From an optimization exercise on the open Yosys and OpenROAD flow, aimed at small area, a short achievable clock period and few clock cycles; shortcuts taken in it are not production practice.
In this exercise RTL edits were held to simulation tests only and were not proved equivalent to the original.

Design SHA1_hash, start of the top module:
module SHA1_hash (
	clk,
	nreset,
	start_hash,
	message_addr,
	message_size,
	hash,
	done,
	port_A_data_out,
	port_A_addr
	);
input		clk;
input		nreset;
input		start_hash;
input	[31:0]	message_addr;
input	[31:0]	message_size;
output	[159:0]	hash;
output		done;
input	[31:0]	port_A_data_out;
output	[15:0]	port_A_addr;
localparam [31:0] IV0 = 32'h67452301;
localparam [31:0] IV1 = 32'hEFCDAB89;
localparam [31:0] IV2 = 32'h98BADCFE;
localparam [31:0] IV3 = 32'h10325476;
localparam [31:0] IV4 = 32'hC3D2E1F0;
reg		done;
reg		busy;
reg	[6:0]	tc;		 
reg		init;		 
reg		first;		 
reg		last;		 
reg		pad_done;	 
reg	[13:0]	dw;		 
reg	[13:0]	waddr;		 
reg	[31:0]	a, bq, cq, q, r;
reg	[31:0]	h0, h1, h2, h3, h4;
reg	[31:0]	w [0:15];
reg		rd_r, cap_r, lenw_r;
reg		dwz_r;		 
reg		f_ch_r, f_maj_r;
reg	[1:0]	k_r;
reg	[4:0]	st_r;		 
reg		rot_r;		 
reg		xrot_r, xun_r;	 
reg	[4:0]	hiv_r;		 
reg		injb_r, inja_r;
reg	[2:0]	ivb_r;		 
reg	[1:0]	iva_r;		 
function [31:0] add32;
	input [31:0] x, y;
	reg [31:0] g, p, p0;
	integer l, j;
	begin
		g = x & y;
		p = x ^ y;
		p0 = p;
		for (l = 1; l < 32; l = l * 2)
			for (j = 31; j >= l; j = j - 1) begin
				g[j] = g[j] | (p[j] & g[j-l]);
				p[j] = p[j] & p[j-l];
			end
		add32 = p0 ^ {g[30:0], 1'b0};
	end
endfunction
assign port_A_addr = {waddr, 2'b00};
assign hash = {h0, h1, h2, h3, h4};
wire	[6:0]	tcn = start_hash ? 7'd78 : (tc == 7'd81) ? 7'd0 : tc + 7'd1;
wire		initn = start_hash ? 1'b1 : (tc == 7'd81) ? 1'b0 : init;
wire		firstn = start_hash ? 1'b1 : (tc == 7'd81 && !init) ? 1'b0 : first;
  ...
Size: ~900 flip-flops.
==> flow/config.mk <==
export PLATFORM = sky130hd
export DESIGN_NAME = SHA1_hash
export DESIGN_NICKNAME = SHA1_hash
export VERILOG_FILES = /design/flow/design.v
export SDC_FILE = /design/flow/constraint.sdc
export NUM_CORES = 4
export LEC_CHECK = 0
export CAP_MARGIN = 50
export CORE_MARGIN = 2
export CORE_UTILIZATION = 40
export SETUP_SLACK_MARGIN = 5
export SLEW_MARGIN = 50
==> flow/constraint.sdc <==
create_clock -name core_clock -period 8.0 [get_ports {clk}]
set_input_delay 1.6000 -clock core_clock [delete_from_list [all_inputs] [get_ports {clk}]]
set_output_delay 1.6000 -clock core_clock [all_outputs]
set_load 0.01 [all_outputs]
run.sh (not shown) runs the stock make flow with config.mk's settings and CLKGATE_MAP_FILE= SYNTH_SCRIPT=/design/flow/synth_recipe.tcl, a recipe that flattens the netlist after the stock synthesis.
The baseline finished clean.
Testbench counts at the start, summed over its fixed seeds: cycles 51,526.
==> next run, changes <==
==> flow/flow/run.sh (new file) <==
#!/bin/bash
# Layout flow: the standard ORFS layout (standard.sh), unchanged except
# that the ports are buffered with sky130_fd_sc_hd__buf_1 cells (the repair
# steps may still resize them) instead of the buffer the flow picks itself.
# Each step's full output goes to a log file in the work folder.
set -euo pipefail
export BUFFER_PORTS_ARGS="-buffer_cell sky130_fd_sc_hd__buf_1"
bash standard.sh synth > synth.log 2>&1
bash standard.sh finish > layout.log 2>&1
test -f out/final.def
==> flow/standard.sh (new file) <==
#!/bin/bash
# synth_recipe.tcl (not shown) runs the flow's synth.tcl, then flattens the netlist and writes it again
# the make line also repeats each setting of config.mk as NAME=value (left out here)
make -C /OpenROAD-flow-scripts/flow DESIGN_CONFIG=/design/flow/config.mk WORK_HOME=/design/flow/orfs CLKGATE_MAP_FILE= SYNTH_SCRIPT=/design/flow/synth_recipe.tcl "${@:-finish}"
Settings changed: CTS_BUF_LIST set to sky130_fd_sc_hd__clkbuf_8, CTS_CLUSTER_DIAMETER set to 60, CTS_CLUSTER_SIZE set to 16, PLACE_DENSITY set to 0.75.
removed: flow/run.sh
Effect: Hold slack degrades by 12 ps. Clock-buffer cell count went down by 52. First-iteration DRC count went up by 11%. Final area went down by 9.4%. Global-route usage went down by 2.4 points. Fmax went up by 0.82%. Wire length went down by 9.4%.
==> next run, changes <==
==> flow/run.sh (new file) <==
#!/bin/bash
# synth_recipe.tcl (not shown) runs the flow's synth.tcl, then flattens the netlist and writes it again
# the make line also repeats each setting of config.mk as NAME=value (left out here)
make -C /OpenROAD-flow-scripts/flow DESIGN_CONFIG=/design/flow/config.mk WORK_HOME=/design/flow/orfs CLKGATE_MAP_FILE= SYNTH_SCRIPT=/design/flow/synth_recipe.tcl finish
removed: flow/flow/run.sh
removed: flow/standard.sh
After rerunning: Clock-buffer cell count is unchanged. Cell count grows by 1.7%. Clock skew climbs by 20 ps. Synthesized cell count stays the same. Wire length grows by 3.4%. Via count grows by 1.7%. Area after synthesis does not change. Hold slack got worse by 10 ps.
==> next run, changes <==
Settings changed: CTS_BUF_LIST sky130_fd_sc_hd__clkbuf_8 to sky130_fd_sc_hd__clkbuf_8 sky130_fd_sc_hd__clkbuf_16, CTS_CLUSTER_DIAMETER 60 to 100, CTS_CLUSTER_SIZE 16 to 30, PLACE_DENSITY 0.75 to unset.
Wire length is higher by 4.6%.
Critical path depth is lower by 1.
Cell count decreases by 0.98%.


## before
Starting RTL as in the previous note.
==> flow/config.mk <==
export PLATFORM = sky130hd
export DESIGN_NAME = SHA1_hash
export DESIGN_NICKNAME = SHA1_hash
export VERILOG_FILES = /design/flow/design.v
export SDC_FILE = /design/flow/constraint.sdc
export NUM_CORES = 4
export LEC_CHECK = 0
export CAP_MARGIN = 50
export CORE_MARGIN = 2
export CORE_UTILIZATION = 40
export CTS_CLUSTER_DIAMETER = 100
export CTS_CLUSTER_SIZE = 30
export SETUP_SLACK_MARGIN = 5
export SLEW_MARGIN = 50
==> flow/constraint.sdc <==
create_clock -name core_clock -period 8.0 [get_ports {clk}]
set_input_delay 1.6000 -clock core_clock [delete_from_list [all_inputs] [get_ports {clk}]]
set_output_delay 1.6000 -clock core_clock [all_outputs]
set_load 0.01 [all_outputs]
Stock flow here: none of the scripts above is used.
Testbench counts of before, summed over its fixed seeds: cycles 51,526.
Edits applied to the flow inputs when going from before to after:
diff --git a/flow/config.mk b/flow/config.mk
--- a/flow/config.mk
+++ b/flow/config.mk
@@ -10,4 +10,5 @@
 export CORE_UTILIZATION = 40
-export CTS_CLUSTER_DIAMETER = 100
-export CTS_CLUSTER_SIZE = 30
+export CTS_BUF_LIST = sky130_fd_sc_hd__clkbuf_8
+export CTS_CLUSTER_DIAMETER = 60
+export CTS_CLUSTER_SIZE = 20
 export SETUP_SLACK_MARGIN = 5
Findings:
- Diff before..after | placement-stage worst setup slack | unchanged
- First-iteration DRC count up 4.5% in after wrt before
- Any difference in maximum frequency between after and before is small enough to ignore.

## port drivers added, routing unchanged
No port has a modelled driver above. Below, the same layouts with a new extraction and two added sets of constraints. Step 1 (the two cells are an assumption about what drives the block):
set clk [get_ports {clk}]
set_driving_cell -lib_cell sky130_fd_sc_hd__clkbuf_16 $clk
set_driving_cell -lib_cell sky130_fd_sc_hd__buf_2 [delete_from_list [all_inputs] $clk]
Step 2 times the ports against the registers' clock, not the clock port: input delays grow and output delays shrink by t, the midpoint of the rising clock arrivals with the driver on. a / b / c = ideal / step 1 / step 2; a / b = the first two.
| run | t (ns) | slack for setup (ns) | hold slack, ns | worst slew at a driven data input, ns | cell pins on the clock port's net |
|---|---|---|---|---|---|
| the first run of note 1 | 0.702 | 4.319 / 4.319 / 4.319 | 0.314 / 0.314 / 0.314 | 0.05 | 1 |
| the second run of note 1 | 0.746 | 4.349 / 4.349 / 4.349 | 0.303 / 0.303 / 0.303 | 0.07 | 1 |
| the third run of note 1 | 0.762 | 4.332 / 4.332 / 4.332 | 0.293 / 0.293 / 0.293 | 0.08 | 1 |
| the fourth run of note 1 | 0.672 | 4.293 / 4.293 / 4.293 | 0.318 / 0.318 / 0.318 | 0.05 | 1 |
| before | 0.672 | 4.293 / 4.293 / 4.293 | 0.318 / 0.318 / 0.318 | 0.05 | 1 |
| after | 0.761 | 4.302 / 4.302 / 4.302 | 0.308 / 0.308 / 0.308 | 0.05 | 1 |
After both steps setup and hold are still met in every run listed.
